Source: an optimization exercise on an open RTL-to-GDS flow (aim: small area and a short achievable clock period). Production flows keep margins and buffers that such runs may drop.
In this exercise RTL edits were held to simulation tests only and were not proved equivalent to the original.
Power is estimated from default activity; no workload was simulated.

==> design.v <==
module alu(
  input   wire  [63:0]    in1       ,
  input   wire  [63:0]    in2       ,
  input   wire  [2:0]     op        ,
  input   wire            in_valid  ,
  output  wire            in_ready  ,
  output  reg   [63:0]    res       ,
  output  reg             out_valid ,
  input   wire            out_ready ,
  input   wire            clk       ,
  input   wire            rstn
);
  wire         sub = (op == 3'b001);
  wire [63:0]  b   = sub ? ~in2 : in2;
  wire [63:0]  p   = in1 | b;
  wire [63:0]  g   = gr;
  wire [63:0]  gr  = in1 & b;
  wire [63:0]  c;
  wire g0c1;
  wire pg2;
  wire pp3;
  wire pg4;
  wire pp5;
  wire pg6;
  wire pp7;
  wire pg8;
  wire pp9;
  wire pg10;
  wire pp11;
  wire pg12;
  wire pp13;
  wire pg14;
  wire pp15;
  wire pg16;
  wire pp17;
  wire pg18;
  wire pp19;
  wire pg20;
  wire pp21;
  wire pg22;
  wire pp23;
  wire pg24;
  wire pp25;
  wire pg26;
  wire pp27;
  wire pg28;
  wire pp29;
  wire pg30;
  wire pp31;
  wire pg32;
  wire pp33;
  wire pg34;
  wire pp35;
  wire pg36;
  wire pp37;
  wire pg38;
  wire pp39;
  wire pg40;
  wire pp41;
  wire pg42;
  wire pp43;
  wire pg44;
  wire pp45;
  wire pg46;
  wire pp47;
  wire pg48;
  wire pp49;
  wire pg50;
  wire pp51;
  wire pg52;
  wire pp53;
  wire pg54;
  wire pp55;
  wire pg56;
  wire pp57;
  wire pg58;
  wire pp59;
  wire pg60;
  wire pp61;
  wire pg62;
  wire pp63;
  wire pg64;
  wire pp65;
  wire pg66;
  wire pp67;
  wire pg68;
  wire pp69;
  wire pg70;
  wire pp71;
  wire pg72;
  wire pp73;
  wire pg74;
  wire pp75;
  wire pg76;
  wire pp77;
  wire pg78;
  wire pp79;
  wire pg80;
  wire pp81;
  wire pg82;
  wire pp83;
  wire pg84;
  wire pp85;
  wire pg86;
  wire pp87;
  wire pg88;
  wire pp89;
  wire pg90;
  wire pp91;
  wire pg92;
  wire pp93;
  wire pg94;
  wire pp95;
  wire pg96;
  wire pp97;
  wire pg98;
  wire pp99;
  wire pg100;
  wire pp101;
  wire pg102;
  wire pp103;
  wire pg104;
  wire pp105;
  wire pg106;
  wire pp107;
  wire pg108;
  wire pp109;
  wire pg110;
  wire pp111;
  wire pg112;
  wire pp113;
  wire pg114;
  wire pp115;
  wire pg116;
  wire pp117;
  wire pg118;
  wire pp119;
  wire pg120;
  wire pp121;
  wire pg122;
  wire pp123;
  wire pg124;
  wire pp125;
  wire pg126;
  wire pp127;
  wire pg128;
  wire pp129;
  wire pg130;
  wire pp131;
  wire pg132;
  wire pp133;
  wire pg134;
  wire pp135;
  wire pg136;
  wire pp137;
  wire pg138;
  wire pp139;
  wire pg140;
  wire pp141;
  wire pg142;
  wire pp143;
  wire pg144;
  wire pp145;
  wire pg146;
  wire pp147;
  wire pg148;
  wire pp149;
  wire pg150;
  wire pp151;
  wire pg152;
  wire pp153;
  wire pg154;
  wire pp155;
  wire pg156;
  wire pp157;
  wire pg158;
  wire pp159;
  wire pg160;
  wire pp161;
  wire pg162;
  wire pp163;
  wire pg164;
  wire pp165;
  wire pg166;
  wire pp167;
  wire pg168;
  wire pp169;
  wire pg170;
  wire pp171;
  wire pg172;
  wire pp173;
  wire pg174;
  wire pp175;
  wire pg176;
  wire pp177;
  wire pg178;
  wire pp179;
  wire pg180;
  wire pp181;
  wire pg182;
  wire pp183;
  wire pg184;
  wire pp185;
  wire pg186;
  wire pp187;
  wire pg188;
  wire pp189;
  wire pg190;
  wire pp191;
  wire pg192;
  wire pp193;
  wire c194;
  wire c195;
  wire c196;
  wire c197;
  wire c198;
  wire c199;
  wire c200;
  wire c201;
  wire c202;
  wire c203;
  wire c204;
  wire c205;
  wire c206;
  wire c207;
  wire c208;
  wire c209;
  wire c210;
  wire c211;
  wire c212;
  wire c213;
  wire c214;
  wire c215;
  wire c216;
  wire c217;
  wire c218;
  wire c219;
  wire c220;
  wire c221;
  wire c222;
  wire c223;
  wire c224;
  wire c225;
  wire c226;
  wire c227;
  wire c228;
  wire c229;
  wire c230;
  wire c231;
  wire c232;
  wire c233;
  wire c234;
  wire c235;
  wire c236;
  wire c237;
  wire c238;
  assign g0c1 = g[0] | (p[0] & sub);
  assign pg2 = g[1] | (p[1] & g0c1);
  assign pp3 = p[1] & p[0];
  assign pg4 = g[3] | (p[3] & g[2]);
  assign pp5 = p[3] & p[2];
  assign pg6 = g[2] | (p[2] & pg2);
  assign pp7 = p[2] & pp3;
  assign pg8 = pg4 | (pp5 & pg2);
  assign pp9 = pp5 & pp3;
  assign pg10 = g[5] | (p[5] & g[4]);
  assign pp11 = p[5] & p[4];
  assign pg12 = g[7] | (p[7] & g[6]);
  assign pp13 = p[7] & p[6];
  assign pg14 = g[6] | (p[6] & pg10);
  assign pp15 = p[6] & pp11;
  assign pg16 = pg12 | (pp13 & pg10);
  assign pp17 = pp13 & pp11;
  assign pg18 = g[9] | (p[9] & g[8]);
  assign pp19 = p[9] & p[8];
  assign pg20 = g[11] | (p[11] & g[10]);
  assign pp21 = p[11] & p[10];
  assign pg22 = g[10] | (p[10] & pg18);
  assign pp23 = p[10] & pp19;
  assign pg24 = pg20 | (pp21 & pg18);
  assign pp25 = pp21 & pp19;
  assign pg26 = g[13] | (p[13] & g[12]);
  assign pp27 = p[13] & p[12];
  assign pg28 = g[15] | (p[15] & g[14]);
  assign pp29 = p[15] & p[14];
  assign pg30 = g[14] | (p[14] & pg26);
  assign pp31 = p[14] & pp27;
  assign pg32 = pg28 | (pp29 & pg26);
  assign pp33 = pp29 & pp27;
  assign pg34 = g[17] | (p[17] & g[16]);
  assign pp35 = p[17] & p[16];
  assign pg36 = g[19] | (p[19] & g[18]);
  assign pp37 = p[19] & p[18];
  assign pg38 = g[18] | (p[18] & pg34);
  assign pp39 = p[18] & pp35;
  assign pg40 = pg36 | (pp37 & pg34);
  assign pp41 = pp37 & pp35;
  assign pg42 = g[21] | (p[21] & g[20]);
  assign pp43 = p[21] & p[20];
  assign pg44 = g[23] | (p[23] & g[22]);
  assign pp45 = p[23] & p[22];
  assign pg46 = g[22] | (p[22] & pg42);
  assign pp47 = p[22] & pp43;
  assign pg48 = pg44 | (pp45 & pg42);
  assign pp49 = pp45 & pp43;
  assign pg50 = g[25] | (p[25] & g[24]);
  assign pp51 = p[25] & p[24];
  assign pg52 = g[27] | (p[27] & g[26]);
  assign pp53 = p[27] & p[26];
  assign pg54 = g[26] | (p[26] & pg50);
  assign pp55 = p[26] & pp51;
  assign pg56 = pg52 | (pp53 & pg50);
  assign pp57 = pp53 & pp51;
  assign pg58 = g[29] | (p[29] & g[28]);
  assign pp59 = p[29] & p[28];
  assign pg60 = g[31] | (p[31] & g[30]);
  assign pp61 = p[31] & p[30];
  assign pg62 = g[30] | (p[30] & pg58);
  assign pp63 = p[30] & pp59;
  assign pg64 = pg60 | (pp61 & pg58);
  assign pp65 = pp61 & pp59;
  assign pg66 = g[33] | (p[33] & g[32]);
  assign pp67 = p[33] & p[32];
  assign pg68 = g[35] | (p[35] & g[34]);
  assign pp69 = p[35] & p[34];
  assign pg70 = g[34] | (p[34] & pg66);
  assign pp71 = p[34] & pp67;
  assign pg72 = pg68 | (pp69 & pg66);
  assign pp73 = pp69 & pp67;
  assign pg74 = g[37] | (p[37] & g[36]);
  assign pp75 = p[37] & p[36];
  assign pg76 = g[39] | (p[39] & g[38]);
  assign pp77 = p[39] & p[38];
  assign pg78 = g[38] | (p[38] & pg74);
  assign pp79 = p[38] & pp75;
  assign pg80 = pg76 | (pp77 & pg74);
  assign pp81 = pp77 & pp75;
  assign pg82 = g[41] | (p[41] & g[40]);
  assign pp83 = p[41] & p[40];
  assign pg84 = g[43] | (p[43] & g[42]);
  assign pp85 = p[43] & p[42];
  assign pg86 = g[42] | (p[42] & pg82);
  assign pp87 = p[42] & pp83;
  assign pg88 = pg84 | (pp85 & pg82);
  assign pp89 = pp85 & pp83;
  assign pg90 = g[45] | (p[45] & g[44]);
  assign pp91 = p[45] & p[44];
  assign pg92 = g[47] | (p[47] & g[46]);
  assign pp93 = p[47] & p[46];
  assign pg94 = g[46] | (p[46] & pg90);
  assign pp95 = p[46] & pp91;
  assign pg96 = pg92 | (pp93 & pg90);
  assign pp97 = pp93 & pp91;
  assign pg98 = g[49] | (p[49] & g[48]);
  assign pp99 = p[49] & p[48];
  assign pg100 = g[51] | (p[51] & g[50]);
  assign pp101 = p[51] & p[50];
  assign pg102 = g[50] | (p[50] & pg98);
  assign pp103 = p[50] & pp99;
  assign pg104 = pg100 | (pp101 & pg98);
  assign pp105 = pp101 & pp99;
  assign pg106 = g[53] | (p[53] & g[52]);
  assign pp107 = p[53] & p[52];
  assign pg108 = g[55] | (p[55] & g[54]);
  assign pp109 = p[55] & p[54];
  assign pg110 = g[54] | (p[54] & pg106);
  assign pp111 = p[54] & pp107;
  assign pg112 = pg108 | (pp109 & pg106);
  assign pp113 = pp109 & pp107;
  assign pg114 = g[57] | (p[57] & g[56]);
  assign pp115 = p[57] & p[56];
  assign pg116 = g[59] | (p[59] & g[58]);
  assign pp117 = p[59] & p[58];
  assign pg118 = g[58] | (p[58] & pg114);
  assign pp119 = p[58] & pp115;
  assign pg120 = pg116 | (pp117 & pg114);
  assign pp121 = pp117 & pp115;
  assign pg122 = g[61] | (p[61] & g[60]);
  assign pp123 = p[61] & p[60];
  assign pg124 = g[63] | (p[63] & g[62]);
  assign pp125 = p[63] & p[62];
  assign pg126 = g[62] | (p[62] & pg122);
  assign pp127 = p[62] & pp123;
  assign pg128 = pg124 | (pp125 & pg122);
  assign pp129 = pp125 & pp123;
  assign pg130 = pg16 | (pp17 & pg8);
  assign pp131 = pp17 & pp9;
  assign pg132 = pg32 | (pp33 & pg24);
  assign pp133 = pp33 & pp25;
  assign pg134 = pg48 | (pp49 & pg40);
  assign pp135 = pp49 & pp41;
  assign pg136 = pg64 | (pp65 & pg56);
  assign pp137 = pp65 & pp57;
  assign pg138 = pg80 | (pp81 & pg72);
  assign pp139 = pp81 & pp73;
  assign pg140 = pg96 | (pp97 & pg88);
  assign pp141 = pp97 & pp89;
  assign pg142 = pg112 | (pp113 & pg104);
  assign pp143 = pp113 & pp105;
  assign pg144 = pg128 | (pp129 & pg120);
  assign pp145 = pp129 & pp121;
  assign pg146 = pg24 | (pp25 & pg130);
  assign pp147 = pp25 & pp131;
  assign pg148 = pg132 | (pp133 & pg130);
  assign pp149 = pp133 & pp131;
  assign pg150 = pg56 | (pp57 & pg134);
  assign pp151 = pp57 & pp135;
  assign pg152 = pg136 | (pp137 & pg134);
  assign pp153 = pp137 & pp135;
  assign pg154 = pg88 | (pp89 & pg138);
  assign pp155 = pp89 & pp139;
  assign pg156 = pg140 | (pp141 & pg138);
  assign pp157 = pp141 & pp139;
  assign pg158 = pg120 | (pp121 & pg142);
  assign pp159 = pp121 & pp143;
  assign pg160 = pg144 | (pp145 & pg142);
  assign pp161 = pp145 & pp143;
  assign pg162 = pg40 | (pp41 & pg148);
  assign pp163 = pp41 & pp149;
  assign pg164 = pg134 | (pp135 & pg148);
  assign pp165 = pp135 & pp149;
  assign pg166 = pg150 | (pp151 & pg148);
  assign pp167 = pp151 & pp149;
  assign pg168 = pg152 | (pp153 & pg148);
  assign pp169 = pp153 & pp149;
  assign pg170 = pg104 | (pp105 & pg156);
  assign pp171 = pp105 & pp157;
  assign pg172 = pg142 | (pp143 & pg156);
  assign pp173 = pp143 & pp157;
  assign pg174 = pg158 | (pp159 & pg156);
  assign pp175 = pp159 & pp157;
  assign pg176 = pg160 | (pp161 & pg156);
  assign pp177 = pp161 & pp157;
  assign pg178 = pg72 | (pp73 & pg168);
  assign pp179 = pp73 & pp169;
  assign pg180 = pg138 | (pp139 & pg168);
  assign pp181 = pp139 & pp169;
  assign pg182 = pg154 | (pp155 & pg168);
  assign pp183 = pp155 & pp169;
  assign pg184 = pg156 | (pp157 & pg168);
  assign pp185 = pp157 & pp169;
  assign pg186 = pg170 | (pp171 & pg168);
  assign pp187 = pp171 & pp169;
  assign pg188 = pg172 | (pp173 & pg168);
  assign pp189 = pp173 & pp169;
  assign pg190 = pg174 | (pp175 & pg168);
  assign pp191 = pp175 & pp169;
  assign pg192 = pg176 | (pp177 & pg168);
  assign pp193 = pp177 & pp169;
  assign c194 = g[4] | (p[4] & pg8);
  assign c195 = pg10 | (pp11 & pg8);
  assign c196 = pg14 | (pp15 & pg8);
  assign c197 = g[8] | (p[8] & pg130);
  assign c198 = pg18 | (pp19 & pg130);
  assign c199 = pg22 | (pp23 & pg130);
  assign c200 = g[12] | (p[12] & pg146);
  assign c201 = pg26 | (pp27 & pg146);
  assign c202 = pg30 | (pp31 & pg146);
  assign c203 = g[16] | (p[16] & pg148);
  assign c204 = pg34 | (pp35 & pg148);
  assign c205 = pg38 | (pp39 & pg148);
  assign c206 = g[20] | (p[20] & pg162);
  assign c207 = pg42 | (pp43 & pg162);
  assign c208 = pg46 | (pp47 & pg162);
  assign c209 = g[24] | (p[24] & pg164);
  assign c210 = pg50 | (pp51 & pg164);
  assign c211 = pg54 | (pp55 & pg164);
  assign c212 = g[28] | (p[28] & pg166);
  assign c213 = pg58 | (pp59 & pg166);
  assign c214 = pg62 | (pp63 & pg166);
  assign c215 = g[32] | (p[32] & pg168);
  assign c216 = pg66 | (pp67 & pg168);
  assign c217 = pg70 | (pp71 & pg168);
  assign c218 = g[36] | (p[36] & pg178);
  assign c219 = pg74 | (pp75 & pg178);
  assign c220 = pg78 | (pp79 & pg178);
  assign c221 = g[40] | (p[40] & pg180);
  assign c222 = pg82 | (pp83 & pg180);
  assign c223 = pg86 | (pp87 & pg180);
  assign c224 = g[44] | (p[44] & pg182);
  assign c225 = pg90 | (pp91 & pg182);
  assign c226 = pg94 | (pp95 & pg182);
  assign c227 = g[48] | (p[48] & pg184);
  assign c228 = pg98 | (pp99 & pg184);
  assign c229 = pg102 | (pp103 & pg184);
  assign c230 = g[52] | (p[52] & pg186);
  assign c231 = pg106 | (pp107 & pg186);
  assign c232 = pg110 | (pp111 & pg186);
  assign c233 = g[56] | (p[56] & pg188);
  assign c234 = pg114 | (pp115 & pg188);
  assign c235 = pg118 | (pp119 & pg188);
  assign c236 = g[60] | (p[60] & pg190);
  assign c237 = pg122 | (pp123 & pg190);
  assign c238 = pg126 | (pp127 & pg190);
  assign c = {c238, c237, c236, pg190, c235, c234, c233, pg188, c232, c231, c230, pg186, c229, c228, c227, pg184, c226, c225, c224, pg182, c223, c222, c221, pg180, c220, c219, c218, pg178, c217, c216, c215, pg168, c214, c213, c212, pg166, c211, c210, c209, pg164, c208, c207, c206, pg162, c205, c204, c203, pg148, c202, c201, c200, pg146, c199, c198, c197, pg130, c196, c195, c194, pg8, pg6, pg2, g0c1, sub};
  wire [63:0]  ci  = (op[2:1] == 2'b01) ? 64'b0 : c;
  wire [63:0]  sum = (in1 & b & ci) | (in1 & ~b & ~ci) | (~in1 & b & ~ci) | (~in1 & ~b & ci);
  wire [63:0]  result = ({64{~op[2]}} & sum) | ({64{op == 3'b110}} & gr) | ({64{op == 3'b111}} & p);
  assign in_ready = ~(out_valid & ~out_ready);
  always @(posedge clk) begin
    if (rstn && in_valid && in_ready)
      res <= result;
  end
  always @(posedge clk) begin
    if (!rstn)
      out_valid <= 1'b0;
    else if (in_valid && in_ready)
      out_valid <= 1'b1;
    else if (out_ready)
      out_valid <= 1'b0;
  end
endmodule
==> flow/run.sh <==
#!/bin/bash
# The standard layout (standard.sh), with the input and output ports buffered
# by sky130_fd_sc_hd__buf_1 instead of the default buffer cell. make's full
# output goes to standard.log here; ORFS keeps each step's log under orfs/logs.
set -euo pipefail
bash standard.sh "BUFFER_PORTS_ARGS=-buffer_cell sky130_fd_sc_hd__buf_1" finish > standard.log 2>&1
==> standard.sh <==
#!/bin/bash
# synth_recipe.tcl (not shown) runs the flow's synth.tcl, then flattens the netlist and writes it again
# the make line also repeats each setting of config.mk as NAME=value (left out here)
make -C /OpenROAD-flow-scripts/flow DESIGN_CONFIG=/design/flow/config.mk WORK_HOME=/design/flow/orfs CLKGATE_MAP_FILE= SYNTH_SCRIPT=/design/flow/synth_recipe.tcl "${@:-finish}"
==> config.mk <==
export PLATFORM = sky130hd
export DESIGN_NAME = alu
export DESIGN_NICKNAME = alu
export VERILOG_FILES = /design/flow/design.v
export SDC_FILE = /design/flow/constraint.sdc
export NUM_CORES = 4
export LEC_CHECK = 0
export ABC_AREA = 1
export CAP_MARGIN = 20
export CORE_MARGIN = 2
export CORE_UTILIZATION = 50
export GPL_TIMING_DRIVEN = 0
export SETUP_SLACK_MARGIN = 1.5
export SLEW_MARGIN = 20
==> constraint.sdc <==
create_clock -name core_clock -period 4.6 [get_ports {clk}]
set_input_delay 0.9200 -clock core_clock [delete_from_list [all_inputs] [get_ports {clk}]]
set_output_delay 0.9200 -clock core_clock [all_outputs]
set_load 0.01 [all_outputs]
==> run notes <==
## worst max-delay path, cell delays in order
cell      delay, ps
buf_8           100
nor2_4          150
nand2_4         130
buf_8           180
buf_8           160
buf_12          160
nand2_1         120
nand3_4         110
nand2_4         100
nand3b_1        110
nand2_1          70
a21oi_2         150
nand2_4         130
a21oi_2         190
nand2_2         110
nand3b_1        120
nand3_1          80
nand3_1          90
nand2_1          60
## logic make-up after synthesis
group / count (synthesis)
AOI/OAI and AO/OA: 154
xor gates and xnor gates: 22
buffers and inverters: 254
DFF: 65
and+or+nand+nor: 798
## cells in the final DEF (no fill, tap or decap), types with 9 or more instances in the layout
cell type and count:
a21o_1 9, a21oi_1 28, a21oi_2 14, a22oi_1 9, buf_1 199, buf_4 37, clkbuf_1 18, clkbuf_16 12
edfxtp_1 64, inv_1 193, inv_2 14, nand2_1 404, nand2_2 69, nand2_4 16, nand3_1 146, nand3_2 26
nand3b_1 27, nand4_1 20, nor2_1 41, nor2_2 13, o211ai_1 36, o21ai_0 26, xor2_1 10
## timing repair
item                       4_1_cts  5_1_grt
setup buffers                    6       28
cloned                           2        3
pin swaps                        9       28
setup endpoints to repair       43       56
gates resized for setup         28      149
## power breakdown
group | switching, mW | leakage (nW) | internal [mW]
Clock | 0.292 | 0.142 | 0.414
Sequential | 0.0113 | 0.612 | 0.712
Combinational | 0.687 | 4.42 | 0.388
## flip-flops by register name, summed over array words and instances (netlist names)
name       cells
res           64
out_valid      1
## final timing paths
check | startpoint | to | slack [ps] | cells past startpoint
max | op[1] | res[58] | 1430 | 19
min | out_valid | out_valid | 590 | 4
max reg2reg | out_valid | res[43] | 3040 | 5
min reg2reg | out_valid | out_valid | 590 | 4
## layout make-up
class | instances | area share (%)
plain buffers | 44 | 3.47
clock buffers | 9 | 2.21
clock inverters | 7 | 0.603
inverters | 210 | 7.80
multi-input cells | 974 | 52.9
flip-flops and latches | 65 | 19.1
well taps | 211 | 2.59
repair buffers | 242 | 11.4
## routing by layer
| layer | wire, um | vias up | part of all wire [%] |
|---|---|---|---|
| met5 | 16 | - | 0.056 |
| met4 | 916 | 2 | 3.2 |
| met3 | 2620 | 68 | 9.1 |
| met2 | 13100 | 508 | 45 |
| met1 | 12200 | 4364 | 42 |
| li1 | - | 4695 | - |
==> impl_results.md <==
- Synth Cell Area: 0.00782 mm^2
- FMAX: roughly 320 MHz
- CP Max Fanout: 10
- Synth warn: 1
- Dpl ws: between 900 and 1000 ps
- TritonCTS Buffers: 9
- Setup ws final: 1430 ps
- Die Ht: 129 um
- M2 GR Usage: between 50% and 60%
- GR Layer Usage met3: 5.37%
- Setup Skew: approximately 9.3 ps
- Mean area per synthesized cell: around 6 um^2
- 1st-iter DRT viols: 821
- Antenna viol nets, final: 0
- # hold bufs at CTS: 0
- WL per Instance: 16.3 um
- Number of buffers added on ports: 199
- Max Slew Vio Count: 0
- Global routing usage on met1: 43.9%
- Register area: between 0.0015 and 0.002 mm^2
- Total track usage: between 30% and 40%
- Final instance area: 0.0102 mm^2
- First-pass GRT wire length: ~42000 um
- Maxcap violations: 0
- Hold_ws: 585 ps
- Fraction of layout instances using a drive strength above 1: a little under a fifth
- Std cell rows: 45
- Min Tclk post-route: 3170 ps
- Final worst-path cycle share: around 70%
- Worst-margin pin slew: just over 1000 ps
- Leakage: about 5.2 nW
- Synth Area in Compound Gates: 12.7%
- Clock sink count: 65
- Placed Cells: roughly 1700
- Routed WL: 28800 um
- Commonest cells post-synth: nand2_1, inv_1, nand3_1
- Largest net degree at the start of global routing: 17
- H-tree depth: 3
- Nets: between 1500 and 2000
- DIE AREA: 0.0167 mm^2
- Post-synthesis mux area share: 0%
- RePlAce Congestion: 0.941
- Area growth from synthesis to layout: 30.1%
- Top-count cell post-synth: nand2_1
- # DRC: 0
- CTS clock-pin slew for the worst setup and hold paths: 60 ps
- Pwr Total: 2.50 mW
- Final cell count without fillers: 1762
- Number of synthesized flops with an enable pin: 64
- Fin util: 66.7%
- Unrepaired setup endpoints after global routing: true
- Worst VDD drop: 0.000200 V
- Count of cell types in the netlist: 48
- Final hold viol count: 0
- Setup crit end kind: flip-flop
- Critical Path RT: around 4700 ps
- Total negative slack: 0 ps
- Total gr overflow: 0
- Pwr dens: 246 mW/mm^2
- Die width: ~130 um
- CTS Buffer Depth: 2
- Crit path arrival time: ~3300 ps
- Synth top area share: 24.6%
- Startpoint Class: input port
- Syn Inst Count: between 1000 and 1500
- Relative max-transition margin: about a third
- Antenna fix cells: 0
- Seq cells post-synth: 65
- Crit path kind: input port to flip-flop
- Core ar.: 0.0153 mm^2
- Area share of fa/ha/maj cells after synthesis: 0%
- Clock latency (worst-skew pair): 350 ps
- Endpoints failing setup: 0
- Top Ports: 201
- Initial antenna violation count: 1
- Count of TritonRoute iterations in the first routing pass: 7
- Layer with the highest usage: met2
- Status: timing/DRC/antenna clean
- Register area share after synthesis: 24.8%
- Vias in the first global route: 8209
- Area post-placement: 0.00890 mm^2
- Hpwl dp: 20100 um
- Largest area contributor in the netlist: edfxtp_1
- Top FF cell, synth: edfxtp_1
- CTS root buf: clkbuf_16
- Largest family of logic cells by synthesized area: simple AND/OR/NAND/NOR gates
- Ys async rst share: 0%
- Area of the multi-input gates: around 0.0054 mm^2
- Drt via density: ~5.5
- Post-Synth Simple-Gate Area: 45.8%
- Post-Syn Nets: 1428
- Fill count: 1441
- DR vias: approximately 9600
- Path category of the worst min-delay check: flip-flop to flip-flop
- Synth area leaders: edfxtp_1, nand2_1, nand3_1
- Starting Density: 51.3%
- CTS tree: yes
- Xor/xnor share of the synthesized area: 2.85%

-- separate check: timing with driven ports --
How much do the figures lean on ideal ports? The routed layout below was timed once more, with nothing changed but the port constraints.
Step 1 sets driving cells, clkbuf_16 on the clock port and buf_2 on the other inputs (assumed; they add their load-dependent delay and slew).
Step 2 also shifts input and output timing later by t, the mid clock arrival at the registers, as if the neighbouring blocks saw the same clock.
a / b / c = ideal ports / drivers / drivers and shift; a / b = the first two.
shift t [ns]: 0.395
setup WS [ns]: 1.427 / 1.416 / 1.021
hold WS [ns]: 0.585 / 0.585 / 0.585
worst setup path after step 2: input to register
slew at the worst register clock pin (ns): 0.07 / 0.07
After both steps setup and hold are still met in this run. The setup slack of this run moves by -0.011 ns with the drivers and by -0.406 ns with both steps.
